From an optimization exercise on the open Yosys and OpenROAD flow, aimed at small area; shortcuts taken in it are not production practice. In this exercise RTL edits were held to simulation tests only and were not proved equivalent to the original. The flow treats the clock pin as an ideal source, which a real chip does not have. Power and IR drop assume default switching activity.

### flow/design.v
`default_nettype none
module processor( input         clk, reset,
                  output [31:0] PC,
                  input  [31:0] instruction,
                  output        WE,
                  output [31:0] address_to_mem,
                  output [31:0] data_to_mem,
                  input  [31:0] data_from_mem
                );
	reg         p;
	reg  [31:0] PCr;
	reg  [31:0] rf [1:31];
	wire regWrite, isSTORE, isOPIMM, isQB, selPC, selRS1, useRs2, sub;
	wire useSum, shR, shL, isAnd, isSlt, isLink, isLOAD, isBRANCH, isBNE;
	wire left, arith;
	wire [9:0] immsel;
	ctrl CTRL (instruction, regWrite, isSTORE, isOPIMM, isQB, selPC, selRS1, useRs2, sub,
	           useSum, shR, shL, isAnd, isSlt, isLink, isLOAD, isBRANCH, isBNE,
	           left, arith, immsel);
	always @(posedge clk) p <= ~p;
	wire [31:0] x;
	wire [31:1] we, sel1, sel2;
	rf_dec DEC_W (instruction[11:7],  regWrite, we);
	rf_dec_r DEC_1 (instruction[19:15], sel1);
	rf_dec_r DEC_2 (instruction[24:20], sel2);
	genvar r, b;
	generate
		for (r = 1; r < 32; r = r + 1) begin : g_rf
			wire wen_r = ~we[r];
			wire [31:0] d_r;
			for (b = 0; b < 32; b = b + 1) begin : g_bit
				rf_nxt NXT (rf[r][b], x[b], we[r], wen_r, d_r[b]);
			end
			always @(posedge clk) rf[r] <= d_r;
		end
	endgenerate
	wire pc1 = p & (instruction[19:15] != 5'd0);
	wire pc2 = (p & (instruction[24:20] != 5'd0)) ^ sub;
	wire [31:0] rd1, rd2;    
	generate
		for (b = 0; b < 32; b = b + 1) begin : g_rd
			wire [31:1] col;
			for (r = 1; r < 32; r = r + 1) begin : g_col
				assign col[r] = rf[r][b];
			end
			rf_rmux RM1 (col, sel1, pc1, rd1[b]);
			rf_rmux RM2 (col, sel2, pc2, rd2[b]);
		end
	endgenerate
	wire [31:0] An, Bn, sum, gand;
	opmux OPMUX (PCr, rd1, rd2, instruction, selPC, selRS1, useRs2, immsel, An, Bn);
	add32 ADD (An, Bn, sub, isQB, sum, gand);
	wire [31:0] shr;
	shifter SH (rd1, isOPIMM ? instruction[24:20] : rd2[4:0], left, arith, shr);
	wire [31:0] pc4;
	wire [31:2] pcc;    
	assign pc4[1:0] = PCr[1:0];
	assign pc4[2] = ~PCr[2];
	assign pcc[3] = PCr[2];
	generate
		for (b = 3; b < 32; b = b + 1) begin : g_inc
			if (b < 31) begin : h
				c_ha HA (PCr[b], pcc[b], pc4[b], pcc[b+1]);
			end else begin : t
				assign pc4[b] = PCr[b] ^ pcc[b];
			end
		end
	endgenerate
	wire lt = (rd1[31] ^ ~rd2[31]) ? rd1[31] : sum[31];
	wbmux WB (useSum, sum, shR, shr, shL, isAnd, gand, isLink, pc4, isLOAD, data_from_mem,
	          isSlt & lt, p, x);
	wire eq = (rd1 == rd2);
	wire taken = isLink | (isBRANCH & (eq ^ isBNE));
	wire [31:0] PCn;
	pcmux PCMUX (taken, sum, pc4, reset, PCn);
	always @(posedge clk) PCr <= PCn;
	assign PC = PCr;
	assign WE = isSTORE;
	assign address_to_mem = sum;
	assign data_to_mem = rd2;
endmodule
module ctrl(input [31:0] I,
            output regWrite, isSTORE, isOPIMM, isQB, selPC, selRS1, useRs2, sub,
            output useSum, shR, shL, isAnd, isSlt, isLink, isLOAD, isBRANCH, isBNE,
            output left, arith,
            output [9:0] immsel);
	wire [6:0] op = I[6:0];
	wire [2:0] f3 = I[14:12];
	wire isOP   = (op == 7'b0110011);
	assign isOPIMM = (op == 7'b0010011);
	assign isLOAD  = (op == 7'b0000011);
	assign isSTORE = (op == 7'b0100011);
	assign isBRANCH = (op == 7'b1100011);
	wire isJAL  = (op == 7'b1101111);
	wire isJALR = (op == 7'b1100111);
	wire isLUI  = (op == 7'b0110111);
	wire isAUIPC = (op == 7'b0010111);
	assign isQB = (op == 7'b0001011);
	wire f7zero = (I[31:25] == 7'b0000000);
	wire f7sub  = (I[31:25] == 7'b0100000);
	wire f7ok   = f7zero | f7sub;
	wire opValid = (f3 == 3'b001) | (f3 == 3'b010) | (f3 == 3'b111) |
	               (((f3 == 3'b000) | (f3 == 3'b101)) & f7ok);
	wire opimmValid = (f3 != 3'b101) | f7ok;
	assign regWrite = (isOP & opValid) | (isOPIMM & opimmValid) | isLOAD | isJAL |
	                  isJALR | isLUI | isAUIPC | isQB;
	wire isShift = (isOP | isOPIMM) & (f3[1:0] == 2'b01);      
	assign isSlt  = isOP & (f3 == 3'b010);
	assign isAnd  = isOP & (f3 == 3'b111);
	assign isLink = isJAL | isJALR;
	assign useSum = ~(isShift | isSlt | isAnd | isLink | isLOAD);
	assign left   = ~f3[2];
	assign arith  = I[30];
	assign shR    = isShift & f3[2];
	assign shL    = isShift & ~f3[2];
	assign isBNE  = (f3 == 3'b001);
	assign selPC  = isBRANCH | isJAL | isAUIPC;
	assign selRS1 = ~(selPC | isLUI);
	assign useRs2 = isOP | isQB;
	assign sub    = isOP & ~f3[2] & ~f3[0] & (f3[1] | I[30]);
	wire tU = isLUI | isAUIPC;
	wire tI = ~(useRs2 | isSTORE | isBRANCH | isJAL | tU);
	assign immsel[0] = tI;
	assign immsel[1] = isSTORE;
	assign immsel[2] = tI | isJAL;
	assign immsel[3] = isSTORE | isBRANCH;
	assign immsel[4] = tI | isSTORE | isBRANCH | isJAL;
	assign immsel[5] = tI | isSTORE | isBRANCH;
	assign immsel[6] = isBRANCH;
	assign immsel[7] = isJAL;
	assign immsel[8] = tU;
	assign immsel[9] = tI | isSTORE;
endmodule
module opmux(input [31:0] pc, rs1, rs2, I, input selPC, selRS1, useRs2,
             input [9:0] immsel, output [31:0] An, Bn);
	wire useImm = ~useRs2;
	wire tUJ = immsel[8] | immsel[7];
	genvar b;
	generate
		for (b = 0; b < 32; b = b + 1) begin : g
			c_aoi22 AM (selPC, pc[b], selRS1, rs1[b], An[b]);
			if (b == 0) begin : b0
				c_aoi222 BM (useRs2, rs2[b], immsel[0], I[20], immsel[1], I[7], Bn[b]);
			end else if (b < 5) begin : b1
				c_aoi222 BM (useRs2, rs2[b], immsel[2], I[20+b], immsel[3], I[7+b], Bn[b]);
			end else if (b < 11) begin : b5
				c_aoi22 BM (useRs2, rs2[b], immsel[4], I[20+b], Bn[b]);
			end else if (b == 11) begin : b11
				wire t1, t2;
				c_aoi22 BM1 (useRs2, rs2[b], immsel[9], I[31], t1);
				c_aoi22 BM2 (immsel[6], I[7], immsel[7], I[20], t2);
				c_and2 BM (t1, t2, Bn[b]);
			end else if (b < 20) begin : b12
				c_aoi222 BM (useRs2, rs2[b], immsel[5], I[31], tUJ, I[b], Bn[b]);
			end else if (b < 31) begin : b20
				c_aoi222 BM (useRs2, rs2[b], immsel[4], I[31], immsel[8], I[b], Bn[b]);
			end else begin : b31
				c_aoi22 BM (useRs2, rs2[b], useImm, I[31], Bn[b]);
			end
		end
	endgenerate
endmodule
module wbmux(input useSum, input [31:0] sum, input shR, input [31:0] sh, input shL,
             input isAnd, input [31:0] gand, input isLink, input [31:0] pc4,
             input isLOAD, input [31:0] mem, input slt, input p, output [31:0] x);
	genvar b;
	generate
		for (b = 0; b < 32; b = b + 1) begin : g
			wire g1, g2, wd;
			c_aoi222 M1 (useSum, sum[b], shR, sh[b], shL, sh[31-b], g1);
			c_aoi222 M2 (isAnd, gand[b], isLink, pc4[b], isLOAD, mem[b], g2);
			if (b == 0) begin : b0
				c_nand3 N (g1, g2, ~slt, wd);
			end else begin : bn
				c_nand2 N (g1, g2, wd);
			end
			c_xor2 X (wd, p, x[b]);
		end
	endgenerate
endmodule
module pcmux(input taken, input [31:0] sum, pc4, input reset, output [31:0] y);
	wire nt = ~taken;
	genvar b;
	generate
		for (b = 0; b < 32; b = b + 1) begin : g
			wire t;
			c_aoi22 M (taken, sum[b], nt, pc4[b], t);
			c_nor2 R (t, reset, y[b]);
		end
	endgenerate
endmodule
module shifter(input [31:0] a, input [4:0] s, input left, input arith, output [31:0] y);
	wire right = ~left;
	wire ar = arith & right;
	wire fill, filln, filln4;
	c_and2  F1 (ar, a[31], fill);       
	c_nand2 F0 (ar, a[31], filln);      
	c_nand2 F4 (ar, a[31], filln4);     
	wire [4:0] sn = ~s;
	wire [31:0] i0, l0, l1, l2, l3;    
	genvar b;
	generate
		for (b = 0; b < 32; b = b + 1) begin : g
			c_aoi22 R (left, a[31-b], right, a[b], i0[b]);
			if (b < 31) begin : s0a c_aoi22 S0 (s[0], i0[b+1], sn[0], i0[b], l0[b]); end
			else        begin : s0b c_aoi22 S0 (s[0], filln,   sn[0], i0[b], l0[b]); end
			if (b < 30) begin : s1a c_aoi22 S1 (s[1], l0[b+2], sn[1], l0[b], l1[b]); end
			else        begin : s1b c_aoi22 S1 (s[1], fill,    sn[1], l0[b], l1[b]); end
			if (b < 28) begin : s2a c_aoi22 S2 (s[2], l1[b+4], sn[2], l1[b], l2[b]); end
			else        begin : s2b c_aoi22 S2 (s[2], filln,   sn[2], l1[b], l2[b]); end
			if (b < 24) begin : s3a c_aoi22 S3 (s[3], l2[b+8], sn[3], l2[b], l3[b]); end
			else        begin : s3b c_aoi22 S3 (s[3], fill,    sn[3], l2[b], l3[b]); end
			if (b < 16) begin : s4a c_aoi22 S4 (s[4], l3[b+16], sn[4], l3[b], y[b]); end
			else        begin : s4b c_aoi22 S4 (s[4], filln4,   sn[4], l3[b], y[b]); end
		end
	endgenerate
endmodule
module rf_nxt(input s, x, we, wen, output d);
	assign d = ~((wen | x) & (we | s));
endmodule
module rf_dec(input [4:0] a, input en, output [31:1] y);
	wire [4:0] an;
	wire [3:0] lon;
	wire [7:0] hin;
	genvar i, r;
	generate
		for (i = 0; i < 5; i = i + 1) begin : g_inv
			c_inv I (a[i], an[i]);
		end
		for (i = 0; i < 4; i = i + 1) begin : g_lo
			c_nand2 L ((i % 2) ? a[0] : an[0], ((i / 2) % 2) ? a[1] : an[1], lon[i]);
		end
		for (i = 0; i < 8; i = i + 1) begin : g_hi
			c_nand4 H (en, (i % 2) ? a[2] : an[2], ((i / 2) % 2) ? a[3] : an[3],
			           ((i / 4) % 2) ? a[4] : an[4], hin[i]);
		end
		for (r = 1; r < 32; r = r + 1) begin : g
			c_nor2 N (lon[r % 4], hin[r / 4], y[r]);
		end
	endgenerate
endmodule
module rf_dec_r(input [4:0] a, output [31:1] y);
	wire [4:0] an;
	wire [3:0] lon;
	wire [7:0] hin;
	genvar i, r;
	generate
		for (i = 0; i < 5; i = i + 1) begin : g_inv
			c_inv I (a[i], an[i]);
		end
		for (i = 0; i < 4; i = i + 1) begin : g_lo
			c_nand2 L ((i % 2) ? a[0] : an[0], ((i / 2) % 2) ? a[1] : an[1], lon[i]);
		end
		for (i = 0; i < 8; i = i + 1) begin : g_hi
			c_nand3 H ((i % 2) ? a[2] : an[2], ((i / 2) % 2) ? a[3] : an[3],
			           ((i / 4) % 2) ? a[4] : an[4], hin[i]);
		end
		for (r = 1; r < 32; r = r + 1) begin : g
			c_nor2 N (lon[r % 4], hin[r / 4], y[r]);
		end
	endgenerate
endmodule
module rf_rmux(input [31:1] d, input [31:1] sel, input pc, output y);
	wire [10:0] g;
	wire [2:0] h;
	wire n;
	genvar k;
	generate
		for (k = 0; k < 10; k = k + 1) begin : g_aoi
			c_aoi222 A (d[3*k+1], sel[3*k+1], d[3*k+2], sel[3*k+2], d[3*k+3], sel[3*k+3], g[k]);
		end
	endgenerate
	c_nand2 N31 (d[31], sel[31], g[10]);
	c_nand4 H0 (g[0], g[1], g[2], g[3], h[0]);
	c_nand4 H1 (g[4], g[5], g[6], g[7], h[1]);
	c_nand3 H2 (g[8], g[9], g[10], h[2]);
	c_nor3  NO (h[0], h[1], h[2], n);
	c_xnor2 XO (n, pc, y);
endmodule
module add32(input [31:0] an, input [31:0] bn, input cin, input kill,
             output [31:0] s, output [31:0] g);
	wire p0, p1, p2, p3, p4, p5, p6, pn7;
	wire pp7, p8, p9, p10, p11, p12, p13, p14;
	wire pn15, pp15, p16, p17, p18, p19, p20, p21;
	wire p22, pn23, pp23, p24, p25, p26, p27, p28;
	wire p29, p30, p31, g0c, i_g0c, G1, G2, P2;
	wire G3, P3, G4, P4, G5, P5, G6, P6;
	wire G7, P7, G8, P8, G9, P9, G10, P10;
	wire G11, P11, G12, P12, G13, P13, G14, P14;
	wire G15, P15, G16, P16, G17, G18, P18, G19;
	wire P19, G20, P20, G21, P21, G22, P22, G23;
	wire P23, G24, P24, G25, G26, P26, G27, P27;
	wire G28, P28, G29, G30, P30, G31, i_G29, G32;
	wire i_G25, G33, G34, G35, i_G17, G36, G37, G38;
	wire G39, G40, i_G32, G41, G42, i_G1, G43, G44;
	wire G45, G46, G47, i_G33, G48, G49, G50, G51;
	wire i_G34, G52, G53, G54, G55, i_G35, G56, G57;
	c_xor2 XP0 (an[0], bn[0], p0);
	c_nor2 NG0 (an[0], bn[0], g[0]);
	c_xor2 XP1 (an[1], bn[1], p1);
	c_nor2 NG1 (an[1], bn[1], g[1]);
	c_xor2 XP2 (an[2], bn[2], p2);
	c_nor2 NG2 (an[2], bn[2], g[2]);
	c_xor2 XP3 (an[3], bn[3], p3);
	c_nor2 NG3 (an[3], bn[3], g[3]);
	c_xor2 XP4 (an[4], bn[4], p4);
	c_nor2 NG4 (an[4], bn[4], g[4]);
	c_xor2 XP5 (an[5], bn[5], p5);
	c_nor2 NG5 (an[5], bn[5], g[5]);
	c_xor2 XP6 (an[6], bn[6], p6);
	c_nor2 NG6 (an[6], bn[6], g[6]);
	c_xnor2 XP7 (an[7], bn[7], pn7);
	c_nor2 KP7 (pn7, kill, pp7);
	c_nor3 KG7 (an[7], bn[7], kill, g[7]);
	c_xor2 XP8 (an[8], bn[8], p8);
	c_nor2 NG8 (an[8], bn[8], g[8]);
	c_xor2 XP9 (an[9], bn[9], p9);
	c_nor2 NG9 (an[9], bn[9], g[9]);
	c_xor2 XP10 (an[10], bn[10], p10);
	c_nor2 NG10 (an[10], bn[10], g[10]);
	c_xor2 XP11 (an[11], bn[11], p11);
	c_nor2 NG11 (an[11], bn[11], g[11]);
	c_xor2 XP12 (an[12], bn[12], p12);
	c_nor2 NG12 (an[12], bn[12], g[12]);
	c_xor2 XP13 (an[13], bn[13], p13);
	c_nor2 NG13 (an[13], bn[13], g[13]);
	c_xor2 XP14 (an[14], bn[14], p14);
	c_nor2 NG14 (an[14], bn[14], g[14]);
	c_xnor2 XP15 (an[15], bn[15], pn15);
	c_nor2 KP15 (pn15, kill, pp15);
	c_nor3 KG15 (an[15], bn[15], kill, g[15]);
	c_xor2 XP16 (an[16], bn[16], p16);
	c_nor2 NG16 (an[16], bn[16], g[16]);
	c_xor2 XP17 (an[17], bn[17], p17);
	c_nor2 NG17 (an[17], bn[17], g[17]);
	c_xor2 XP18 (an[18], bn[18], p18);
	c_nor2 NG18 (an[18], bn[18], g[18]);
	c_xor2 XP19 (an[19], bn[19], p19);
	c_nor2 NG19 (an[19], bn[19], g[19]);
	c_xor2 XP20 (an[20], bn[20], p20);
	c_nor2 NG20 (an[20], bn[20], g[20]);
	c_xor2 XP21 (an[21], bn[21], p21);
	c_nor2 NG21 (an[21], bn[21], g[21]);
	c_xor2 XP22 (an[22], bn[22], p22);
	c_nor2 NG22 (an[22], bn[22], g[22]);
	c_xnor2 XP23 (an[23], bn[23], pn23);
	c_nor2 KP23 (pn23, kill, pp23);
	c_nor3 KG23 (an[23], bn[23], kill, g[23]);
	c_xor2 XP24 (an[24], bn[24], p24);
	c_nor2 NG24 (an[24], bn[24], g[24]);
	c_xor2 XP25 (an[25], bn[25], p25);
	c_nor2 NG25 (an[25], bn[25], g[25]);
	c_xor2 XP26 (an[26], bn[26], p26);
	c_nor2 NG26 (an[26], bn[26], g[26]);
	c_xor2 XP27 (an[27], bn[27], p27);
	c_nor2 NG27 (an[27], bn[27], g[27]);
	c_xor2 XP28 (an[28], bn[28], p28);
	c_nor2 NG28 (an[28], bn[28], g[28]);
	c_xor2 XP29 (an[29], bn[29], p29);
	c_nor2 NG29 (an[29], bn[29], g[29]);
	c_xor2 XP30 (an[30], bn[30], p30);
	c_nor2 NG30 (an[30], bn[30], g[30]);
	c_xor2 XP31 (an[31], bn[31], p31);
	c_nor2 NG31 (an[31], bn[31], g[31]);
	c_a21oi CI (p0, cin, g[0], g0c);
	c_inv IV_i_g0c (g0c, i_g0c);
	c_a21oi BG1 (p1, i_g0c, g[1], G1);
	c_a21oi BG2 (p3, g[2], g[3], G2);
	c_nand2 BP2 (p3, p2, P2);
	c_a21oi BG3 (p5, g[4], g[5], G3);
	c_nand2 BP3 (p5, p4, P3);
	c_a21oi BG4 (pp7, g[6], g[7], G4);
	c_nand2 BP4 (pp7, p6, P4);
	c_a21oi BG5 (p9, g[8], g[9], G5);
	c_nand2 BP5 (p9, p8, P5);
	c_a21oi BG6 (p11, g[10], g[11], G6);
	c_nand2 BP6 (p11, p10, P6);
	c_a21oi BG7 (p13, g[12], g[13], G7);
	c_nand2 BP7 (p13, p12, P7);
	c_a21oi BG8 (pp15, g[14], g[15], G8);
	c_nand2 BP8 (pp15, p14, P8);
	c_a21oi BG9 (p17, g[16], g[17], G9);
	c_nand2 BP9 (p17, p16, P9);
	c_a21oi BG10 (p19, g[18], g[19], G10);
	c_nand2 BP10 (p19, p18, P10);
	c_a21oi BG11 (p21, g[20], g[21], G11);
	c_nand2 BP11 (p21, p20, P11);
	c_a21oi BG12 (pp23, g[22], g[23], G12);
	c_nand2 BP12 (pp23, p22, P12);
	c_a21oi BG13 (p25, g[24], g[25], G13);
	c_nand2 BP13 (p25, p24, P13);
	c_a21oi BG14 (p27, g[26], g[27], G14);
	c_nand2 BP14 (p27, p26, P14);
	c_a21oi BG15 (p29, g[28], g[29], G15);
	c_nand2 BP15 (p29, p28, P15);
	c_a21oi BG16 (p31, g[30], g[31], G16);
	c_nand2 BP16 (p31, p30, P16);
	c_o21ai BG17 (P2, G1, G2, G17);
	c_o21ai BG18 (P4, G3, G4, G18);
	c_nor2 BP18 (P4, P3, P18);
	c_o21ai BG19 (P6, G5, G6, G19);
	c_nor2 BP19 (P6, P5, P19);
	c_o21ai BG20 (P8, G7, G8, G20);
	c_nor2 BP20 (P8, P7, P20);
	c_o21ai BG21 (P10, G9, G10, G21);
	c_nor2 BP21 (P10, P9, P21);
	c_o21ai BG22 (P12, G11, G12, G22);
	c_nor2 BP22 (P12, P11, P22);
	c_o21ai BG23 (P14, G13, G14, G23);
	c_nor2 BP23 (P14, P13, P23);
	c_o21ai BG24 (P16, G15, G16, G24);
	c_nor2 BP24 (P16, P15, P24);
	c_a21oi BG25 (P18, G17, G18, G25);
	c_a21oi BG26 (P20, G19, G20, G26);
	c_nand2 BP26 (P20, P19, P26);
	c_a21oi BG27 (P22, G21, G22, G27);
	c_nand2 BP27 (P22, P21, P27);
	c_a21oi BG28 (P24, G23, G24, G28);
	c_nand2 BP28 (P24, P23, P28);
	c_o21ai BG29 (P26, G25, G26, G29);
	c_o21ai BG30 (P28, G27, G28, G30);
	c_nor2 BP30 (P28, P27, P30);
	c_a21oi BG31 (P30, G29, G30, G31);
	c_inv IV_i_G29 (G29, i_G29);
	c_o21ai BG32 (P27, i_G29, G27, G32);
	c_inv IV_i_G25 (G25, i_G25);
	c_a21oi BG33 (P19, i_G25, G19, G33);
	c_a21oi BG34 (P21, G29, G21, G34);
	c_a21oi BG35 (P23, G32, G23, G35);
	c_inv IV_i_G17 (G17, i_G17);
	c_o21ai BG36 (P3, i_G17, G3, G36);
	c_o21ai BG37 (P5, G25, G5, G37);
	c_o21ai BG38 (P7, G33, G7, G38);
	c_o21ai BG39 (P9, i_G29, G9, G39);
	c_o21ai BG40 (P11, G34, G11, G40);
	c_inv IV_i_G32 (G32, i_G32);
	c_o21ai BG41 (P13, i_G32, G13, G41);
	c_o21ai BG42 (P15, G35, G15, G42);
	c_inv IV_i_G1 (G1, i_G1);
	c_a21oi BG43 (p2, i_G1, g[2], G43);
	c_a21oi BG44 (p4, G17, g[4], G44);
	c_a21oi BG45 (p6, G36, g[6], G45);
	c_a21oi BG46 (p8, i_G25, g[8], G46);
	c_a21oi BG47 (p10, G37, g[10], G47);
	c_inv IV_i_G33 (G33, i_G33);
	c_a21oi BG48 (p12, i_G33, g[12], G48);
	c_a21oi BG49 (p14, G38, g[14], G49);
	c_a21oi BG50 (p16, G29, g[16], G50);
	c_a21oi BG51 (p18, G39, g[18], G51);
	c_inv IV_i_G34 (G34, i_G34);
	c_a21oi BG52 (p20, i_G34, g[20], G52);
	c_a21oi BG53 (p22, G40, g[22], G53);
	c_a21oi BG54 (p24, G32, g[24], G54);
	c_a21oi BG55 (p26, G41, g[26], G55);
	c_inv IV_i_G35 (G35, i_G35);
	c_a21oi BG56 (p28, i_G35, g[28], G56);
	c_a21oi BG57 (p30, G42, g[30], G57);
	c_xor2 XS0 (p0, cin, s[0]);
	c_xnor2 XS1 (p1, g0c, s[1]);
	c_xnor2 XS2 (p2, G1, s[2]);
	c_xnor2 XS3 (p3, G43, s[3]);
	c_xor2 XS4 (p4, G17, s[4]);
	c_xnor2 XS5 (p5, G44, s[5]);
	c_xor2 XS6 (p6, G36, s[6]);
	c_xor2 XS7 (pn7, G45, s[7]);
	c_xnor2 XS8 (p8, G25, s[8]);
	c_xnor2 XS9 (p9, G46, s[9]);
	c_xor2 XS10 (p10, G37, s[10]);
	c_xnor2 XS11 (p11, G47, s[11]);
	c_xnor2 XS12 (p12, G33, s[12]);
	c_xnor2 XS13 (p13, G48, s[13]);
	c_xor2 XS14 (p14, G38, s[14]);
	c_xor2 XS15 (pn15, G49, s[15]);
	c_xor2 XS16 (p16, G29, s[16]);
	c_xnor2 XS17 (p17, G50, s[17]);
	c_xor2 XS18 (p18, G39, s[18]);
	c_xnor2 XS19 (p19, G51, s[19]);
	c_xnor2 XS20 (p20, G34, s[20]);
	c_xnor2 XS21 (p21, G52, s[21]);
	c_xor2 XS22 (p22, G40, s[22]);
	c_xor2 XS23 (pn23, G53, s[23]);
	c_xor2 XS24 (p24, G32, s[24]);
	c_xnor2 XS25 (p25, G54, s[25]);
	c_xor2 XS26 (p26, G41, s[26]);
	c_xnor2 XS27 (p27, G55, s[27]);
	c_xnor2 XS28 (p28, G35, s[28]);
	c_xnor2 XS29 (p29, G56, s[29]);
	c_xor2 XS30 (p30, G42, s[30]);
	c_xnor2 XS31 (p31, G57, s[31]);
endmodule
module c_aoi222(input a1, a2, b1, b2, c1, c2, output y);
	assign y = ~(a1 & a2 | b1 & b2 | c1 & c2);
endmodule
module c_nand2(input a, b, output y);
	assign y = ~(a & b);
endmodule
module c_nand3(input a, b, c, output y);
	assign y = ~(a & b & c);
endmodule
module c_nand4(input a, b, c, d, output y);
	assign y = ~(a & b & c & d);
endmodule
module c_nor3(input a, b, c, output y);
	assign y = ~(a | b | c);
endmodule
module c_xnor2(input a, b, output y);
	assign y = ~(a ^ b);
endmodule
module c_aoi22(input a1, a2, b1, b2, output y);
	assign y = ~(a1 & a2 | b1 & b2);
endmodule
module c_and2(input a, b, output y);
	assign y = a & b;
endmodule
module c_nor2(input a, b, output y);
	assign y = ~(a | b);
endmodule
module c_xor2(input a, b, output y);
	assign y = a ^ b;
endmodule
module c_a21oi(input a1, a2, b1, output y);
	assign y = ~(a1 & a2 | b1);
endmodule
module c_o21ai(input a1, a2, b1, output y);
	assign y = ~((a1 | a2) & b1);
endmodule
module c_inv(input a, output y);
	assign y = ~a;
endmodule
module c_ha(input a, b, output s, c);
	assign s = a ^ b;
	assign c = a & b;
endmodule
`default_nettype wire
### flow/flow/run.sh
#!/bin/bash
# Own layout flow: the standard synthesis unchanged, then the standard ORFS
# steps with these changes:
#  - before floorplanning, every combinational cell is swapped to the
#    smallest-area variant of its function (flow/downsize.tcl); the repair
#    steps size up only what timing or slew needs;
#  - ports get buf_1 buffers instead of the default delay buffers;
#  - repair steps may use only buf_1/buf_2 as buffers (flow/dontuse.tcl);
#  - timing-driven placement keeps none of its own repair changes (they buffer heavily);
#  - wire capacitance estimates are scaled up (flow/setRC_scaled.tcl) to match extraction;
#  - the clock tree uses clkbuf_8 and no dummy loads;
# Each tool's output is in synth.log / layout.log here and in orfs/logs/.
set -euo pipefail
here=$(pwd)
bash standard.sh synth > synth.log 2>&1
bash standard.sh \
  "PRE_FLOORPLAN_TCL=$here/flow/downsize.tcl" \
  "PRE_GLOBAL_PLACE_TCL=$here/flow/dontuse.tcl" \
  "PRE_RESIZE_TCL=$here/flow/dontuse.tcl" \
  "PRE_CTS_TCL=$here/flow/dontuse_cts.tcl" \
  "PRE_GLOBAL_ROUTE_TCL=$here/flow/dontuse.tcl" \
  "GPL_KEEP_OVERFLOW=0" \
  "LAYER_PARASITICS_FILE=$here/flow/setRC_scaled.tcl" \
  "BUFFER_PORTS_ARGS=-buffer_cell sky130_fd_sc_hd__buf_1" \
  "CTS_ARGS=-sink_clustering_enable -repair_clock_nets -dont_use_dummy_load -buf_list sky130_fd_sc_hd__clkbuf_8 -sink_clustering_size 14 -sink_clustering_max_diameter 70" \
  finish > layout.log 2>&1
### flow/flow/dontuse.tcl
# Keep the repair steps to small buffers: with the large ones allowed they buffer
# the high-fanout register-file nets with buf_16/clkbuf_16 trees.
set_dont_use {
  sky130_fd_sc_hd__buf_4 sky130_fd_sc_hd__buf_6 sky130_fd_sc_hd__buf_8
  sky130_fd_sc_hd__buf_12 sky130_fd_sc_hd__buf_16
  sky130_fd_sc_hd__bufbuf_8 sky130_fd_sc_hd__bufbuf_16
  sky130_fd_sc_hd__bufinv_8 sky130_fd_sc_hd__bufinv_16
  sky130_fd_sc_hd__clkbuf_1 sky130_fd_sc_hd__clkbuf_2 sky130_fd_sc_hd__clkbuf_4
  sky130_fd_sc_hd__clkbuf_16
  sky130_fd_sc_hd__clkdlybuf4s15_1 sky130_fd_sc_hd__clkdlybuf4s15_2
  sky130_fd_sc_hd__clkdlybuf4s18_1 sky130_fd_sc_hd__clkdlybuf4s18_2
  sky130_fd_sc_hd__clkdlybuf4s25_1 sky130_fd_sc_hd__clkdlybuf4s25_2
  sky130_fd_sc_hd__clkdlybuf4s50_1 sky130_fd_sc_hd__clkdlybuf4s50_2
  sky130_fd_sc_hd__dlygate4sd1_1 sky130_fd_sc_hd__dlygate4sd2_1 sky130_fd_sc_hd__dlygate4sd3_1
  sky130_fd_sc_hd__dlymetal6s2s_1 sky130_fd_sc_hd__dlymetal6s4s_1 sky130_fd_sc_hd__dlymetal6s6s_1
}
if { ![info exists ::my_cts_step] } {
  set_dont_use {sky130_fd_sc_hd__clkbuf_8}
}
set_dont_use {sky130_fd_sc_hd__xor2_4 sky130_fd_sc_hd__xnor2_4}
### flow/flow/dontuse_cts.tcl
# The clock tree step: same restriction, except clkbuf_8, which the tree uses.
set ::my_cts_step 1
source [file join [file dirname [info script]] dontuse.tcl]
### flow/flow/downsize.tcl
# Swap every combinational cell to the smallest-area variant of its function.
# Synthesis maps each small module on its own and sizes its cells for an
# unknown load; the repair steps later size up only the cells that need it.
source [file join [file dirname [info script]] downsize_map.tcl]
array set dmap $downsize_map
set db [ord::get_db]
set n 0
foreach inst [[ord::get_db_block] getInsts] {
  set m [[$inst getMaster] getName]
  if { [info exists dmap($m)] } {
    $inst swapMaster [$db findMaster $dmap($m)]
    incr n
  }
}
puts "downsize: swapped $n instances to smaller variants"
### flow/flow/downsize_map.tcl
# larger drive strengths and their smallest-area variant (same function)
set downsize_map {
  sky130_fd_sc_hd__a2111o_2 sky130_fd_sc_hd__a2111o_1
  sky130_fd_sc_hd__a2111o_4 sky130_fd_sc_hd__a2111o_1
  sky130_fd_sc_hd__a2111oi_1 sky130_fd_sc_hd__a2111oi_0
  sky130_fd_sc_hd__a2111oi_2 sky130_fd_sc_hd__a2111oi_0
  sky130_fd_sc_hd__a2111oi_4 sky130_fd_sc_hd__a2111oi_0
  sky130_fd_sc_hd__a211o_2 sky130_fd_sc_hd__a211o_1
  sky130_fd_sc_hd__a211o_4 sky130_fd_sc_hd__a211o_1
  sky130_fd_sc_hd__a211oi_2 sky130_fd_sc_hd__a211oi_1
  sky130_fd_sc_hd__a211oi_4 sky130_fd_sc_hd__a211oi_1
  sky130_fd_sc_hd__a21bo_4 sky130_fd_sc_hd__a21bo_2
  sky130_fd_sc_hd__a21boi_2 sky130_fd_sc_hd__a21boi_1
  sky130_fd_sc_hd__a21boi_4 sky130_fd_sc_hd__a21boi_1
  sky130_fd_sc_hd__a21o_2 sky130_fd_sc_hd__a21o_1
  sky130_fd_sc_hd__a21o_4 sky130_fd_sc_hd__a21o_1
  sky130_fd_sc_hd__a21oi_2 sky130_fd_sc_hd__a21oi_1
  sky130_fd_sc_hd__a21oi_4 sky130_fd_sc_hd__a21oi_1
  sky130_fd_sc_hd__a221o_2 sky130_fd_sc_hd__a221o_1
  sky130_fd_sc_hd__a221o_4 sky130_fd_sc_hd__a221o_1
  sky130_fd_sc_hd__a221oi_2 sky130_fd_sc_hd__a221oi_1
  sky130_fd_sc_hd__a221oi_4 sky130_fd_sc_hd__a221oi_1
  sky130_fd_sc_hd__a22o_2 sky130_fd_sc_hd__a22o_1
  sky130_fd_sc_hd__a22o_4 sky130_fd_sc_hd__a22o_1
  sky130_fd_sc_hd__a22oi_2 sky130_fd_sc_hd__a22oi_1
  sky130_fd_sc_hd__a22oi_4 sky130_fd_sc_hd__a22oi_1
  sky130_fd_sc_hd__a2bb2o_2 sky130_fd_sc_hd__a2bb2o_1
  sky130_fd_sc_hd__a2bb2o_4 sky130_fd_sc_hd__a2bb2o_1
  sky130_fd_sc_hd__a2bb2oi_2 sky130_fd_sc_hd__a2bb2oi_1
  sky130_fd_sc_hd__a2bb2oi_4 sky130_fd_sc_hd__a2bb2oi_1
  sky130_fd_sc_hd__a311o_2 sky130_fd_sc_hd__a311o_1
  sky130_fd_sc_hd__a311o_4 sky130_fd_sc_hd__a311o_1
  sky130_fd_sc_hd__a311oi_2 sky130_fd_sc_hd__a311oi_1
  sky130_fd_sc_hd__a311oi_4 sky130_fd_sc_hd__a311oi_1
  sky130_fd_sc_hd__a31o_4 sky130_fd_sc_hd__a31o_2
  sky130_fd_sc_hd__a31oi_2 sky130_fd_sc_hd__a31oi_1
  sky130_fd_sc_hd__a31oi_4 sky130_fd_sc_hd__a31oi_1
  sky130_fd_sc_hd__a32o_2 sky130_fd_sc_hd__a32o_1
  sky130_fd_sc_hd__a32o_4 sky130_fd_sc_hd__a32o_1
  sky130_fd_sc_hd__a32oi_2 sky130_fd_sc_hd__a32oi_1
  sky130_fd_sc_hd__a32oi_4 sky130_fd_sc_hd__a32oi_1
  sky130_fd_sc_hd__a41o_2 sky130_fd_sc_hd__a41o_1
  sky130_fd_sc_hd__a41o_4 sky130_fd_sc_hd__a41o_1
  sky130_fd_sc_hd__a41oi_2 sky130_fd_sc_hd__a41oi_1
  sky130_fd_sc_hd__a41oi_4 sky130_fd_sc_hd__a41oi_1
  sky130_fd_sc_hd__and2_2 sky130_fd_sc_hd__and2_1
  sky130_fd_sc_hd__and2_4 sky130_fd_sc_hd__and2_1
  sky130_fd_sc_hd__and2b_2 sky130_fd_sc_hd__and2b_1
  sky130_fd_sc_hd__and2b_4 sky130_fd_sc_hd__and2b_1
  sky130_fd_sc_hd__and3_2 sky130_fd_sc_hd__and3_1
  sky130_fd_sc_hd__and3_4 sky130_fd_sc_hd__and3_1
  sky130_fd_sc_hd__and3b_2 sky130_fd_sc_hd__and3b_1
  sky130_fd_sc_hd__and3b_4 sky130_fd_sc_hd__and3b_1
  sky130_fd_sc_hd__and4_2 sky130_fd_sc_hd__and4_1
  sky130_fd_sc_hd__and4_4 sky130_fd_sc_hd__and4_1
  sky130_fd_sc_hd__and4b_2 sky130_fd_sc_hd__and4b_1
  sky130_fd_sc_hd__and4b_4 sky130_fd_sc_hd__and4b_1
  sky130_fd_sc_hd__and4bb_4 sky130_fd_sc_hd__and4bb_2
  sky130_fd_sc_hd__buf_12 sky130_fd_sc_hd__buf_1
  sky130_fd_sc_hd__buf_16 sky130_fd_sc_hd__buf_1
  sky130_fd_sc_hd__buf_2 sky130_fd_sc_hd__buf_1
  sky130_fd_sc_hd__buf_4 sky130_fd_sc_hd__buf_1
  sky130_fd_sc_hd__buf_6 sky130_fd_sc_hd__buf_1
  sky130_fd_sc_hd__buf_8 sky130_fd_sc_hd__buf_1
  sky130_fd_sc_hd__ebufn_2 sky130_fd_sc_hd__ebufn_1
  sky130_fd_sc_hd__ebufn_4 sky130_fd_sc_hd__ebufn_1
  sky130_fd_sc_hd__ebufn_8 sky130_fd_sc_hd__ebufn_1
  sky130_fd_sc_hd__einvn_1 sky130_fd_sc_hd__einvn_0
  sky130_fd_sc_hd__einvn_2 sky130_fd_sc_hd__einvn_0
  sky130_fd_sc_hd__einvn_4 sky130_fd_sc_hd__einvn_0
  sky130_fd_sc_hd__einvn_8 sky130_fd_sc_hd__einvn_0
  sky130_fd_sc_hd__einvp_2 sky130_fd_sc_hd__einvp_1
  sky130_fd_sc_hd__einvp_4 sky130_fd_sc_hd__einvp_1
  sky130_fd_sc_hd__einvp_8 sky130_fd_sc_hd__einvp_1
  sky130_fd_sc_hd__fa_2 sky130_fd_sc_hd__fa_1
  sky130_fd_sc_hd__fa_4 sky130_fd_sc_hd__fa_1
  sky130_fd_sc_hd__ha_2 sky130_fd_sc_hd__ha_1
  sky130_fd_sc_hd__ha_4 sky130_fd_sc_hd__ha_1
  sky130_fd_sc_hd__inv_12 sky130_fd_sc_hd__inv_2
  sky130_fd_sc_hd__inv_16 sky130_fd_sc_hd__inv_2
  sky130_fd_sc_hd__inv_4 sky130_fd_sc_hd__inv_2
  sky130_fd_sc_hd__inv_6 sky130_fd_sc_hd__inv_2
  sky130_fd_sc_hd__inv_8 sky130_fd_sc_hd__inv_2
  sky130_fd_sc_hd__maj3_2 sky130_fd_sc_hd__maj3_1
  sky130_fd_sc_hd__maj3_4 sky130_fd_sc_hd__maj3_1
  sky130_fd_sc_hd__mux2_4 sky130_fd_sc_hd__mux2_2
  sky130_fd_sc_hd__mux2_8 sky130_fd_sc_hd__mux2_2
  sky130_fd_sc_hd__mux2i_2 sky130_fd_sc_hd__mux2i_1
  sky130_fd_sc_hd__mux2i_4 sky130_fd_sc_hd__mux2i_1
  sky130_fd_sc_hd__mux4_1 sky130_fd_sc_hd__mux4_2
  sky130_fd_sc_hd__mux4_4 sky130_fd_sc_hd__mux4_2
  sky130_fd_sc_hd__nand2_2 sky130_fd_sc_hd__nand2_1
  sky130_fd_sc_hd__nand2_4 sky130_fd_sc_hd__nand2_1
  sky130_fd_sc_hd__nand2_8 sky130_fd_sc_hd__nand2_1
  sky130_fd_sc_hd__nand2b_2 sky130_fd_sc_hd__nand2b_1
  sky130_fd_sc_hd__nand2b_4 sky130_fd_sc_hd__nand2b_1
  sky130_fd_sc_hd__nand3_2 sky130_fd_sc_hd__nand3_1
  sky130_fd_sc_hd__nand3_4 sky130_fd_sc_hd__nand3_1
  sky130_fd_sc_hd__nand3b_2 sky130_fd_sc_hd__nand3b_1
  sky130_fd_sc_hd__nand3b_4 sky130_fd_sc_hd__nand3b_1
  sky130_fd_sc_hd__nand4_2 sky130_fd_sc_hd__nand4_1
  sky130_fd_sc_hd__nand4_4 sky130_fd_sc_hd__nand4_1
  sky130_fd_sc_hd__nand4b_2 sky130_fd_sc_hd__nand4b_1
  sky130_fd_sc_hd__nand4b_4 sky130_fd_sc_hd__nand4b_1
  sky130_fd_sc_hd__nand4bb_2 sky130_fd_sc_hd__nand4bb_1
  sky130_fd_sc_hd__nand4bb_4 sky130_fd_sc_hd__nand4bb_1
  sky130_fd_sc_hd__nor2_2 sky130_fd_sc_hd__nor2_1
  sky130_fd_sc_hd__nor2_4 sky130_fd_sc_hd__nor2_1
  sky130_fd_sc_hd__nor2_8 sky130_fd_sc_hd__nor2_1
  sky130_fd_sc_hd__nor2b_2 sky130_fd_sc_hd__nor2b_1
  sky130_fd_sc_hd__nor2b_4 sky130_fd_sc_hd__nor2b_1
  sky130_fd_sc_hd__nor3_2 sky130_fd_sc_hd__nor3_1
  sky130_fd_sc_hd__nor3_4 sky130_fd_sc_hd__nor3_1
  sky130_fd_sc_hd__nor3b_2 sky130_fd_sc_hd__nor3b_1
  sky130_fd_sc_hd__nor3b_4 sky130_fd_sc_hd__nor3b_1
  sky130_fd_sc_hd__nor4_2 sky130_fd_sc_hd__nor4_1
  sky130_fd_sc_hd__nor4_4 sky130_fd_sc_hd__nor4_1
  sky130_fd_sc_hd__nor4b_2 sky130_fd_sc_hd__nor4b_1
  sky130_fd_sc_hd__nor4b_4 sky130_fd_sc_hd__nor4b_1
  sky130_fd_sc_hd__nor4bb_2 sky130_fd_sc_hd__nor4bb_1
  sky130_fd_sc_hd__nor4bb_4 sky130_fd_sc_hd__nor4bb_1
  sky130_fd_sc_hd__o2111a_2 sky130_fd_sc_hd__o2111a_1
  sky130_fd_sc_hd__o2111a_4 sky130_fd_sc_hd__o2111a_1
  sky130_fd_sc_hd__o2111ai_2 sky130_fd_sc_hd__o2111ai_1
  sky130_fd_sc_hd__o2111ai_4 sky130_fd_sc_hd__o2111ai_1
  sky130_fd_sc_hd__o211a_4 sky130_fd_sc_hd__o211a_2
  sky130_fd_sc_hd__o211ai_2 sky130_fd_sc_hd__o211ai_1
  sky130_fd_sc_hd__o211ai_4 sky130_fd_sc_hd__o211ai_1
  sky130_fd_sc_hd__o21a_2 sky130_fd_sc_hd__o21a_1
  sky130_fd_sc_hd__o21a_4 sky130_fd_sc_hd__o21a_1
  sky130_fd_sc_hd__o21ai_2 sky130_fd_sc_hd__o21ai_1
  sky130_fd_sc_hd__o21ai_4 sky130_fd_sc_hd__o21ai_1
  sky130_fd_sc_hd__o21ba_4 sky130_fd_sc_hd__o21ba_2
  sky130_fd_sc_hd__o21bai_2 sky130_fd_sc_hd__o21bai_1
  sky130_fd_sc_hd__o21bai_4 sky130_fd_sc_hd__o21bai_1
  sky130_fd_sc_hd__o221a_4 sky130_fd_sc_hd__o221a_2
  sky130_fd_sc_hd__o221ai_2 sky130_fd_sc_hd__o221ai_1
  sky130_fd_sc_hd__o221ai_4 sky130_fd_sc_hd__o221ai_1
  sky130_fd_sc_hd__o22a_2 sky130_fd_sc_hd__o22a_1
  sky130_fd_sc_hd__o22a_4 sky130_fd_sc_hd__o22a_1
  sky130_fd_sc_hd__o22ai_2 sky130_fd_sc_hd__o22ai_1
  sky130_fd_sc_hd__o22ai_4 sky130_fd_sc_hd__o22ai_1
  sky130_fd_sc_hd__o2bb2a_2 sky130_fd_sc_hd__o2bb2a_1
  sky130_fd_sc_hd__o2bb2a_4 sky130_fd_sc_hd__o2bb2a_1
  sky130_fd_sc_hd__o2bb2ai_2 sky130_fd_sc_hd__o2bb2ai_1
  sky130_fd_sc_hd__o2bb2ai_4 sky130_fd_sc_hd__o2bb2ai_1
  sky130_fd_sc_hd__o311a_2 sky130_fd_sc_hd__o311a_1
  sky130_fd_sc_hd__o311a_4 sky130_fd_sc_hd__o311a_1
  sky130_fd_sc_hd__o311ai_2 sky130_fd_sc_hd__o311ai_1
  sky130_fd_sc_hd__o311ai_4 sky130_fd_sc_hd__o311ai_1
  sky130_fd_sc_hd__o31a_2 sky130_fd_sc_hd__o31a_1
  sky130_fd_sc_hd__o31a_4 sky130_fd_sc_hd__o31a_1
  sky130_fd_sc_hd__o31ai_2 sky130_fd_sc_hd__o31ai_1
  sky130_fd_sc_hd__o31ai_4 sky130_fd_sc_hd__o31ai_1
  sky130_fd_sc_hd__o32a_2 sky130_fd_sc_hd__o32a_1
  sky130_fd_sc_hd__o32a_4 sky130_fd_sc_hd__o32a_1
  sky130_fd_sc_hd__o32ai_2 sky130_fd_sc_hd__o32ai_1
  sky130_fd_sc_hd__o32ai_4 sky130_fd_sc_hd__o32ai_1
  sky130_fd_sc_hd__o41a_2 sky130_fd_sc_hd__o41a_1
  sky130_fd_sc_hd__o41a_4 sky130_fd_sc_hd__o41a_1
  sky130_fd_sc_hd__o41ai_2 sky130_fd_sc_hd__o41ai_1
  sky130_fd_sc_hd__o41ai_4 sky130_fd_sc_hd__o41ai_1
  sky130_fd_sc_hd__or2_4 sky130_fd_sc_hd__or2_2
  sky130_fd_sc_hd__or2b_2 sky130_fd_sc_hd__or2b_1
  sky130_fd_sc_hd__or2b_4 sky130_fd_sc_hd__or2b_1
  sky130_fd_sc_hd__or3_2 sky130_fd_sc_hd__or3_1
  sky130_fd_sc_hd__or3_4 sky130_fd_sc_hd__or3_1
  sky130_fd_sc_hd__or3b_4 sky130_fd_sc_hd__or3b_2
  sky130_fd_sc_hd__or4_2 sky130_fd_sc_hd__or4_1
  sky130_fd_sc_hd__or4_4 sky130_fd_sc_hd__or4_1
  sky130_fd_sc_hd__or4b_4 sky130_fd_sc_hd__or4b_2
  sky130_fd_sc_hd__or4bb_2 sky130_fd_sc_hd__or4bb_1
  sky130_fd_sc_hd__or4bb_4 sky130_fd_sc_hd__or4bb_1
  sky130_fd_sc_hd__sdlclkp_2 sky130_fd_sc_hd__sdlclkp_1
  sky130_fd_sc_hd__sdlclkp_4 sky130_fd_sc_hd__sdlclkp_1
  sky130_fd_sc_hd__xnor2_2 sky130_fd_sc_hd__xnor2_1
  sky130_fd_sc_hd__xnor2_4 sky130_fd_sc_hd__xnor2_1
  sky130_fd_sc_hd__xnor3_2 sky130_fd_sc_hd__xnor3_1
  sky130_fd_sc_hd__xnor3_4 sky130_fd_sc_hd__xnor3_1
  sky130_fd_sc_hd__xor2_2 sky130_fd_sc_hd__xor2_1
  sky130_fd_sc_hd__xor2_4 sky130_fd_sc_hd__xor2_1
  sky130_fd_sc_hd__xor3_2 sky130_fd_sc_hd__xor3_1
  sky130_fd_sc_hd__xor3_4 sky130_fd_sc_hd__xor3_1
}
### flow/flow/setRC_scaled.tcl
# The platform's setRC.tcl with every wire capacitance scaled by 1.15, so that the
# repair steps see wire loads closer to what extraction finds after detailed routing.
# correlateRC.py gcd,ibex,aes,jpeg,chameleon,riscv32i,chameleon_hier
# cap units pf/um
set_layer_rc -layer li1 -capacitance 1.723850e-04 -resistance 7.176e-02
set_layer_rc -layer met1 -capacitance 1.982312e-04 -resistance 8.929e-04
set_layer_rc -layer met2 -capacitance 1.566680e-04 -resistance 8.929e-04
set_layer_rc -layer met3 -capacitance 2.472063e-04 -resistance 1.567e-04
set_layer_rc -layer met4 -capacitance 1.703472e-04 -resistance 1.567e-04
set_layer_rc -layer met5 -capacitance 1.772000e-04 -resistance 1.781e-05
# end correlate

set_layer_rc -via mcon -resistance 9.249146E-3
set_layer_rc -via via -resistance 4.5E-3
set_layer_rc -via via2 -resistance 3.368786E-3
set_layer_rc -via via3 -resistance 0.376635E-3
set_layer_rc -via via4 -resistance 0.00580E-3

set_wire_rc -signal -layer met1
set_wire_rc -clock -layer met3
### flow/standard.sh
#!/bin/bash
# synth_recipe.tcl (not shown) runs the flow's synth.tcl, then flattens the netlist and writes it again
# the make line also repeats each setting of config.mk as NAME=value (left out here)
make -C /OpenROAD-flow-scripts/flow DESIGN_CONFIG=/design/flow/config.mk WORK_HOME=/design/flow/orfs CLKGATE_MAP_FILE= SYNTH_SCRIPT=/design/flow/synth_recipe.tcl "${@:-finish}"
### flow/config.mk
export PLATFORM = sky130hd
export DESIGN_NAME = processor
export DESIGN_NICKNAME = processor
export VERILOG_FILES = /design/flow/design.v
export SDC_FILE = /design/flow/constraint.sdc
export NUM_CORES = 8
export LEC_CHECK = 0
export CAP_MARGIN = 20
export CORE_MARGIN = 2
export CORE_UTILIZATION = 45
export CTS_BUF_LIST = sky130_fd_sc_hd__clkbuf_8
export CTS_CLUSTER_DIAMETER = 70
export CTS_CLUSTER_SIZE = 14
export GPL_TIMING_DRIVEN = 1
export PLACE_DENSITY = 0.55
export SETUP_SLACK_MARGIN = 0.1
export SLEW_MARGIN = 20
export SYNTH_HIERARCHICAL = 1
### flow/constraint.sdc
create_clock -name core_clock -period 10.0 [get_ports {clk}]
set_input_delay 2.0000 -clock core_clock [delete_from_list [all_inputs] [get_ports {clk}]]
set_output_delay 2.0000 -clock core_clock [all_outputs]
set_load 0.01 [all_outputs]
==> results of run 1 <==
## worst max-delay path: stages
cell                       delay [ns]
sky130_fd_sc_hd__buf_2           0.27
sky130_fd_sc_hd__inv_1           0.18
sky130_fd_sc_hd__nand2_4         0.26
sky130_fd_sc_hd__nor2_4          0.18
sky130_fd_sc_hd__buf_2           0.32
sky130_fd_sc_hd__buf_1           0.19
sky130_fd_sc_hd__a222oi_1        0.44
sky130_fd_sc_hd__nand4_1         0.47
sky130_fd_sc_hd__nor3_1          0.82
sky130_fd_sc_hd__xnor2_1         0.44
sky130_fd_sc_hd__a22oi_1         0.33
sky130_fd_sc_hd__xor2_1          0.32
sky130_fd_sc_hd__nand2_1         0.12
sky130_fd_sc_hd__nor2_1          0.16
sky130_fd_sc_hd__nand2_1         0.11
sky130_fd_sc_hd__o21ai_4         0.26
sky130_fd_sc_hd__a21oi_4         0.12
sky130_fd_sc_hd__o21ai_2         0.18
sky130_fd_sc_hd__a21oi_1         0.12
sky130_fd_sc_hd__xnor2_2         0.25
sky130_fd_sc_hd__buf_1           0.19
## worst max-delay path by stage
stage / cells past startpoint / endpoint / startpoint
detailed placement: 22 / address_to_mem[31] / instruction[20]
global route: 23 / address_to_mem[31] / instruction[17]
floorplan: 20 / address_to_mem[31] / instruction[6]
finish: 21 / address_to_mem[31] / instruction[16]
global placement: 22 / rf[19][31]$_DFF_P_ / instruction[6]
CTS: 24 / address_to_mem[31] / instruction[15]
## sequential cells by signal, indices dropped and copies added (netlist names)
| register | cells |
|---|---|
| rf | 992 |
| PCr | 32 |
| p | 1 |
## per-stage QoR
stage                     instance area, sq um  std cells  power [mW]  worst slack (ns)  hold slack, ns
after floorplan                          41900       4035       6.764            0.5682          0.4409
after global placement                   44000       5424       8.392            -6.068          0.4508
after detailed placement                 46320       5660       8.415            -1.597          0.4589
after global routing                     48720       5881       11.48           0.03680          0.4980
after CTS                                48080       5801       10.86            0.1359          0.4829
final                                    48740       5888       10.84            0.2397          0.4775
## layout by cell type (no fill, tap or decap), types with 42 or more instances in the layout
cell,n
sky130_fd_sc_hd__nand2_1,123
sky130_fd_sc_hd__nor3_1,42
sky130_fd_sc_hd__a22oi_1,265
sky130_fd_sc_hd__buf_2,332
sky130_fd_sc_hd__nor2_1,76
sky130_fd_sc_hd__clkbuf_8,86
sky130_fd_sc_hd__nand4_1,145
sky130_fd_sc_hd__a222oi_1,728
sky130_fd_sc_hd__buf_1,197
sky130_fd_sc_hd__xnor2_1,88
sky130_fd_sc_hd__o22ai_1,992
sky130_fd_sc_hd__dfxtp_1,1024
sky130_fd_sc_hd__nor2_4,98
sky130_fd_sc_hd__nand3_1,71
## repair_timing
action                                  CTS  global route
endpoints found under the setup margin  304            22
buffers inserted                         56            75
hold buffers                              0             0
pin swaps                                42            52
gates cloned                              1             2
resized for setup                        70            45
## power groups by stage
stage	clock network, mW	logic, mW	registers (mW)
floorplan	0	1.65	5.11
global placement	0	3.15	5.24
detailed placement	0	3.20	5.21
CTS	2.28	3.43	5.15
global route	2.44	3.79	5.26
finish	2.18	3.51	5.15
## per-layer routing
metal | wire length [um] | share of wire | vias to the layer above
met2 | 93750 | 0.40 | 4303
met3 | 37200 | 0.16 | 880
met1 | 85480 | 0.36 | 23220
met4 | 19080 | 0.081 | 14
li1 | - | - | 19450
met5 | 92 | 0.00039 | -
## cell type report
class / count / area share
multi-input combinational: 2925 / 0.4676
tap: 1243 / 0.03191
inverter: 69 / 0.005314
clock buffer: 86 / 0.02429
sequential: 1025 / 0.4211
timing repair buffer: 529 / 0.04927
antenna: 11 / 0.0005648
==> flow_results.xml, run 1 <==
<?xml version="1.0" encoding="UTF-8"?>
<metrics>
  <group name="critical_path">
    <metric name="worstSetupPathType" unit="">in -&gt; out</metric>
    <metric name="cp-end-kind" unit="">output port</metric>
    <metric name="r2r_end" unit="">rf[30][31]$_DFF_P_</metric>
    <metric name="path_max_fanout" unit="">15</metric>
    <metric name="required" unit="ns">8.00</metric>
    <metric name="timing.critical_path.from_type" unit="">input pin</metric>
    <metric name="timing.critical_path.arrival" unit="ns">7.76</metric>
    <metric name="timing.rr.start" unit="">PCr[2]$_DFF_P_</metric>
    <metric name="ff2ff_setup_slack" unit="ns">2.24</metric>
    <metric name="rr_worst_depth" unit="">35</metric>
  </group>
  <group name="power">
    <metric name="power_per_cell_area" unit="nW/um^2">222.4</metric>
    <metric name="combPwrFrac" unit="">0.323</metric>
    <metric name="power_leakage" unit="nW">17.59</metric>
    <metric name="switching_fraction_of_total_power" unit="">0.4146</metric>
    <metric name="power.internal" unit="mW">6.345</metric>
    <metric name="clock_power_frac" unit="">0.201</metric>
    <metric name="p_seq_frac" unit="">0.475</metric>
    <metric name="worst_ir_drop_vdd" unit="mV">0.1472</metric>
    <metric name="netSwitchingPower" unit="mW">4.494</metric>
  </group>
  <group name="clock_tree">
    <metric name="cts.sinks" unit="">1025</metric>
    <metric name="clk_pin_slew" unit="ns">0.08</metric>
    <metric name="clkLatencyLatePin" unit="ns">0.83</metric>
    <metric name="tritoncts" unit="">yes</metric>
    <metric name="tritoncts.num_buffers" unit="">86</metric>
  </group>
  <group name="min_path">
    <metric name="holdPathStages" unit="">1</metric>
    <metric name="min_from" unit="">rf[31][4]$_DFF_P_</metric>
    <metric name="hold-path-endpoint" unit="">rf[31][4]$_DFF_P_</metric>
    <metric name="worst_hold_path_type" unit="">reg -&gt; reg</metric>
  </group>
  <group name="detailed_routing">
    <metric name="drt.antenna.violating_nets" unit="">0</metric>
    <metric name="drt_first_iter_violations" unit="">12270</metric>
    <metric name="remaining_drc_errors" unit="">0</metric>
    <metric name="route.final.wire_length" unit="um">235600</metric>
    <metric name="vias_cell" unit="">8.130</metric>
    <metric name="routed-via-count" unit="">47870</metric>
    <metric name="detailed_routing_iterations_pass_1" unit="">15</metric>
    <metric name="route.detailed.wl_per_inst" unit="um">40.01</metric>
  </group>
  <group name="sta">
    <metric name="fmax" unit="MHz">102.5</metric>
    <metric name="timing_max_transition_violations_final" unit="">0</metric>
    <metric name="final-setup-viol-count" unit="">0</metric>
    <metric name="tightestPinTransition" unit="ns">1.235</metric>
    <metric name="post-route-min-period" unit="ns">9.760</metric>
    <metric name="finalHoldViolCount" unit="">0</metric>
    <metric name="clock_skew" unit="ns">0.1146</metric>
    <metric name="setup_repair_after_global_routing_missed_its_margin" unit="">no</metric>
    <metric name="timing.max_slew.rel_slack" unit="">0.1767</metric>
    <metric name="timing.setup.tns" unit="ns">0</metric>
    <metric name="timing.final.crit_share" unit="">0.9760</metric>
  </group>
  <group name="cells_and_area">
    <metric name="fillers" unit="">8464</metric>
    <metric name="nets" unit="">4730</metric>
    <metric name="postLayoutCoreUtil" unit="">0.5301</metric>
    <metric name="area_occupied_by_multi_input_gates" unit="sq um">22790</metric>
    <metric name="final_layout_size_suffix_gt1_frac" unit="">0.1502</metric>
    <metric name="ff_latch_area" unit="sq um">20520</metric>
  </group>
  <group name="synthesis">
    <metric name="synth.net_count" unit="">4129</metric>
    <metric name="ys_warn_count" unit="">9</metric>
    <metric name="post_synth_inst_count" unit="">4035</metric>
  </group>
  <group name="die">
    <metric name="die_w" unit="um">309.1</metric>
    <metric name="die_area" unit="sq um">95540</metric>
    <metric name="core-area" unit="sq um">91940</metric>
    <metric name="chipHeight" unit="um">309.1</metric>
    <metric name="placementRows" unit="">111</metric>
    <metric name="initial_core_util" unit="">0.4556</metric>
    <metric name="number_of_ports_placed_on_the_die_boundary" unit="">163</metric>
  </group>
  <group name="placement">
    <metric name="port_buffers" unit="">162</metric>
    <metric name="hpwl" unit="um">165900</metric>
    <metric name="final_weighted_congestion_of_routability_driven_global_placement" unit="">1.034</metric>
  </group>
  <group name="flow_run">
    <metric name="number_of_max_cap_violations" unit="">0</metric>
  </group>
  <group name="global_routing">
    <metric name="met1_track_demand_over_resource" unit="">0.6003</metric>
    <metric name="groute.layer.met3.usage" unit="">0.1804</metric>
    <metric name="global_route_usage_over_all_layers" unit="">0.4712</metric>
    <metric name="grt_first_pass_wirelength" unit="um">327100</metric>
    <metric name="grt_max_degree" unit="">39</metric>
    <metric name="globalRouteOverflowTotal" unit="">0</metric>
    <metric name="initial_antenna_violation_count" unit="">17</metric>
    <metric name="grt_use_met2" unit="">0.6582</metric>
    <metric name="first_global_vias" unit="">43420</metric>
    <metric name="gr-max-usage-layer" unit="">met2</metric>
  </group>
  <group name="run_status">
    <metric name="run_status" unit="">timing/DRC/antenna clean</metric>
  </group>
</metrics>
==> run 2, diff against run 1 <==
--- a/flow/flow/run.sh
+++ b/flow/flow/run.sh
@@ -10,4 +10,6 @@
 #  - wire capacitance estimates are scaled up (flow/setRC_scaled.tcl) to match extraction;
 #  - the clock tree uses clkbuf_8 and no dummy loads;
+#  - after global routing, cells the repairs sized up are sized down again
+#    where timing, slew and capacitance allow (flow/arecover.tcl);
 # Each tool's output is in synth.log / layout.log here and in orfs/logs/.
 set -euo pipefail
@@ -20,4 +22,5 @@
   "PRE_CTS_TCL=$here/flow/dontuse_cts.tcl" \
   "PRE_GLOBAL_ROUTE_TCL=$here/flow/dontuse.tcl" \
+  "POST_GLOBAL_ROUTE_TCL=$here/flow/post_grt.tcl" \
   "GPL_KEEP_OVERFLOW=0" \
   "LAYER_PARASITICS_FILE=$here/flow/setRC_scaled.tcl" \
==> flow/flow/arecover.tcl (new file) <==
# Area recovery after global routing: the repair steps only ever size cells up,
# so try each sized-up combinational cell again at every smaller drive strength
# of the same function (smallest first) and keep the first one with which the
# worst setup slack stays at least the margin and no slew or capacitance limit
# is exceeded (with a tighter slew limit). Connectivity does not change; the
# wire parasitics are estimated again from the global routes after every swap.
proc my_area_recover { margin max_slew } {
  set db [ord::get_db]
  set block [ord::get_db_block]
  set_max_transition $max_slew [current_design]
  set fam {}
  foreach lib [$db getLibs] {
    foreach m [$lib getMasters] {
      if {[regexp {^(sky130_fd_sc_hd__[a-z0-9]+)_([0-9]+)$} [$m getName] -> base sz]} {
        dict lappend fam $base [list [expr {[$m getWidth] * [$m getHeight]}] [$m getName]]
      }
    }
  }
  set cands {}
  foreach inst [$block getInsts] {
    set n [[$inst getMaster] getName]
    if {![regexp {^(sky130_fd_sc_hd__[a-z0-9]+)_([0-9]+)$} $n -> base sz]} continue
    if {[regexp {df|dl|clk|tap|fill|decap|diode|conb} $base]} continue
    set a [expr {[[$inst getMaster] getWidth] * [[$inst getMaster] getHeight]}]
    set smaller {}
    foreach v [lsort -index 0 -integer [dict get $fam $base]] {
      if {[lindex $v 0] < $a} { lappend smaller [lindex $v 1] }
    }
    if {[llength $smaller]} { lappend cands [list $inst $a $smaller] }
  }
  set ws0 [sta::worst_slack -max]
  set sv0 [sta::max_slew_violation_count]
  set cv0 [sta::max_capacitance_violation_count]
  # never let the worst slack drop below the margin, or below where it is now
  if {$ws0 < $margin} { set margin $ws0 }
  puts "area_recover: [llength $cands] candidates, worst slack $ws0, slew/cap violations $sv0/$cv0"
  set saved 0
  set n 0
  foreach c [lsort -index 1 -integer -decreasing $cands] {
    lassign $c inst a smaller
    set orig [$inst getMaster]
    foreach s $smaller {
      $inst swapMaster [$db findMaster $s]
      estimate_parasitics -global_routing
      if {[sta::worst_slack -max] >= $margin
          && [sta::max_slew_violation_count] <= $sv0
          && [sta::max_capacitance_violation_count] <= $cv0} {
        incr n
        set m [$db findMaster $s]
        set saved [expr {$saved + $a - [$m getWidth] * [$m getHeight]}]
        break
      }
      $inst swapMaster $orig
    }
  }
  estimate_parasitics -global_routing
  puts "area_recover: downsized $n instances, saved [expr {$saved / 1e6}] um2,\
    worst slack [sta::worst_slack -max]"
  # back to the library limit for the steps after this one
  set_max_transition 1.5 [current_design]
}
==> flow/flow/post_grt.tcl (new file) <==
# after global routing and its repairs (parasitics already estimated from the
# global routes with flow/setRC_scaled.tcl)
source [file join [file dirname [info script]] arecover.tcl]
my_area_recover 0.05 1.25
==> flow_results.xml, run 2 <==
<?xml version="1.0" encoding="UTF-8"?>
<metrics>
  <group name="cells_and_area">
    <metric name="final_design_instance_area_without_fill" unit="sq um">47850</metric>
    <metric name="final_common_cell" unit="">sky130_fd_sc_hd__dfxtp_1</metric>
    <metric name="largest_register_ff_count" unit="">992</metric>
    <metric name="final_layout_size_suffix_gt1_frac" unit="">0.09819</metric>
  </group>
  <group name="placement">
    <metric name="dpl_cell_area" unit="sq um">46320</metric>
    <metric name="detailedPlace.worstSlack" unit="ns">-1.597</metric>
    <metric name="port_buffers" unit="">162</metric>
    <metric name="hpwl" unit="um">165900</metric>
    <metric name="final_weighted_congestion_of_routability_driven_global_placement" unit="">1.034</metric>
  </group>
  <group name="die">
    <metric name="number_of_ports_placed_on_the_die_boundary" unit="">163</metric>
    <metric name="placementRows" unit="">111</metric>
  </group>
  <group name="detailed_routing">
    <metric name="routed-via-count" unit="">48080</metric>
    <metric name="detailed_routing_iterations_pass_1" unit="">22</metric>
    <metric name="route.final.wire_length" unit="um">235400</metric>
    <metric name="remaining_drc_errors" unit="">0</metric>
    <metric name="drt.antenna.violating_nets" unit="">0</metric>
    <metric name="vias_cell" unit="">8.163</metric>
  </group>
  <group name="global_routing">
    <metric name="first_global_vias" unit="">43420</metric>
    <metric name="initial_antenna_violation_count" unit="">17</metric>
    <metric name="global_route_usage_over_all_layers" unit="">0.4712</metric>
    <metric name="globalRouteOverflowTotal" unit="">0</metric>
    <metric name="grt_max_degree" unit="">39</metric>
  </group>
  <group name="critical_path">
    <metric name="ff2ff_setup_slack" unit="ns">1.59</metric>
    <metric name="timing.critical_path.from_type" unit="">input pin</metric>
    <metric name="timing.critical_path.arrival" unit="ns">7.75</metric>
    <metric name="cp-end-kind" unit="">output port</metric>
    <metric name="worstSetupPathType" unit="">in -&gt; out</metric>
    <metric name="required" unit="ns">8.00</metric>
  </group>
  <group name="sta">
    <metric name="fmax" unit="MHz">102.6</metric>
    <metric name="timing_max_transition_violations_final" unit="">0</metric>
    <metric name="clock_skew" unit="ns">0.1132</metric>
    <metric name="post-route-min-period" unit="ns">9.747</metric>
    <metric name="post-route-worst-setup-slack" unit="ns">0.2528</metric>
    <metric name="tightestPinTransition" unit="ns">1.286</metric>
  </group>
  <group name="clock_tree">
    <metric name="tritoncts" unit="">yes</metric>
    <metric name="resized_gates_after_cts" unit="">70</metric>
    <metric name="clk_pin_slew" unit="ns">0.08</metric>
    <metric name="cts_hold_buffers" unit="">0</metric>
    <metric name="cts_setup_buffers" unit="">56</metric>
  </group>
  <group name="power">
    <metric name="power_leakage" unit="nW">16.91</metric>
    <metric name="power_per_cell_area" unit="nW/um^2">224.6</metric>
    <metric name="worst_ir_drop_vdd" unit="mV">0.1504</metric>
    <metric name="power.internal" unit="mW">6.269</metric>
    <metric name="netSwitchingPower" unit="mW">4.476</metric>
    <metric name="p_seq_frac" unit="">0.479</metric>
    <metric name="combPwrFrac" unit="">0.317</metric>
  </group>
  <group name="run_status">
    <metric name="run_status" unit="">timing/DRC/antenna clean</metric>
  </group>
  <group name="synthesis">
    <metric name="post_synth_inst_count" unit="">4035</metric>
    <metric name="ys_warn_count" unit="">9</metric>
  </group>
</metrics>
run 2: cell count changes in the layout (fill, tap and decap cells not counted), sizes merged:
cell   delta
diode     +2
run 2: power by group through the flow:
stage	combinational [mW]	sequential, mW	clock (mW)
finish	3.41	5.15	2.18
CTS	3.43	5.15	2.28
detailed placement	3.20	5.21	0
global placement	3.15	5.24	0
floorplan	1.65	5.11	0
run 2: metrics by stage:
step           setup TNS (ns)  instances  hold slack [ns]  utilization
6_report                    0       5890           0.4777       0.5204
4_1_cts                     0       5801           0.4829       0.5230
3_5_place_dp          -212.69       5660           0.4589       0.5039
3_3_place_gp         -4857.86       5424           0.4508       0.4786
2_1_floorplan               0       4035           0.4409            -
run 2: final timing paths:
kind                     startpoint            endpoint  cells after the start
setup reg to reg     PCr[3]$_DFF_P_  rf[26][31]$_DFF_P_                     35
setup / recovery    instruction[24]  address_to_mem[31]                     22
hold / removal    rf[31][4]$_DFF_P_   rf[31][4]$_DFF_P_                      1
hold reg to reg   rf[31][4]$_DFF_P_   rf[31][4]$_DFF_P_                      1
run 2: layout make-up:
class                           instances  area, sq um
Fill cell                            8663        44090
Multi-Input combinational cell       2925        22110
Sequential cell                      1025        20520
Timing Repair Buffer                  529         2187
Tap cell                             1243         1555
Clock buffer                           86         1184
Inverter                               69        259.0
Antenna cell                           13        32.53
run 2: critical path, cell delays in order:
cell                       delay [ns]
sky130_fd_sc_hd__buf_2           0.21
sky130_fd_sc_hd__inv_1           0.20
sky130_fd_sc_hd__nand3_2         0.17
sky130_fd_sc_hd__nor2_4          0.53
sky130_fd_sc_hd__buf_2           0.41
sky130_fd_sc_hd__buf_1           0.38
sky130_fd_sc_hd__a222oi_1        0.13
sky130_fd_sc_hd__nand4_1         0.50
sky130_fd_sc_hd__nor3_1          0.15
sky130_fd_sc_hd__xnor2_1         0.74
sky130_fd_sc_hd__a222oi_1        0.25
sky130_fd_sc_hd__buf_2           0.23
sky130_fd_sc_hd__xor2_1          0.21
sky130_fd_sc_hd__a21oi_1         0.22
sky130_fd_sc_hd__o21ai_1         0.10
sky130_fd_sc_hd__a21oi_1         0.21
sky130_fd_sc_hd__o21ai_4         0.14
sky130_fd_sc_hd__a21oi_4         0.22
sky130_fd_sc_hd__o21ai_2         0.10
sky130_fd_sc_hd__a21oi_1         0.23
sky130_fd_sc_hd__xnor2_2         0.19
sky130_fd_sc_hd__buf_1           0.19
run 2: routing by layer:
layer / global-route usage / part of all wire / up-vias
met3: 0.1804 / 0.16 / 901
met2: 0.6582 / 0.40 / 4392
met1: 0.6003 / 0.36 / 23290
li1: - / - / 19480
met5: 0 / 0.00039 / -
met4: 0.3134 / 0.080 / 14

## what the ideal ports hide
The flow's constraints put no driver on any port. The routed layouts listed below were extracted and timed again, unchanged, in two steps.
Step 1 sets driving cells, clkbuf_16 on the clock port and buf_2 on the other inputs (assumed; they add their load-dependent delay and slew).
Step 2 adds t to the input delays and takes it off the output delays; t is the mean of the earliest and latest rising clock arrival at the registers after step 1. Input paths then give back, and output paths get back, about the clock's delay inside the block.
Three values: ideal, step 1, step 2; two values: the first two.
run	t, ns	setup slack, ns	worst setup path after step 2	clock arrival spread, ns
run 1	0.845	0.240 / 0.135 / 0.057	input to register	0.114 / 0.114
run 2	0.849	0.253 / 0.231 / -0.467	input to register	0.113 / 0.114
Met with ideal ports but missed after step 2: setup timing in run 2. For run 2, which loses most, drivers alone change the setup slack by -0.022 ns; drivers and shift together by -0.720 ns.
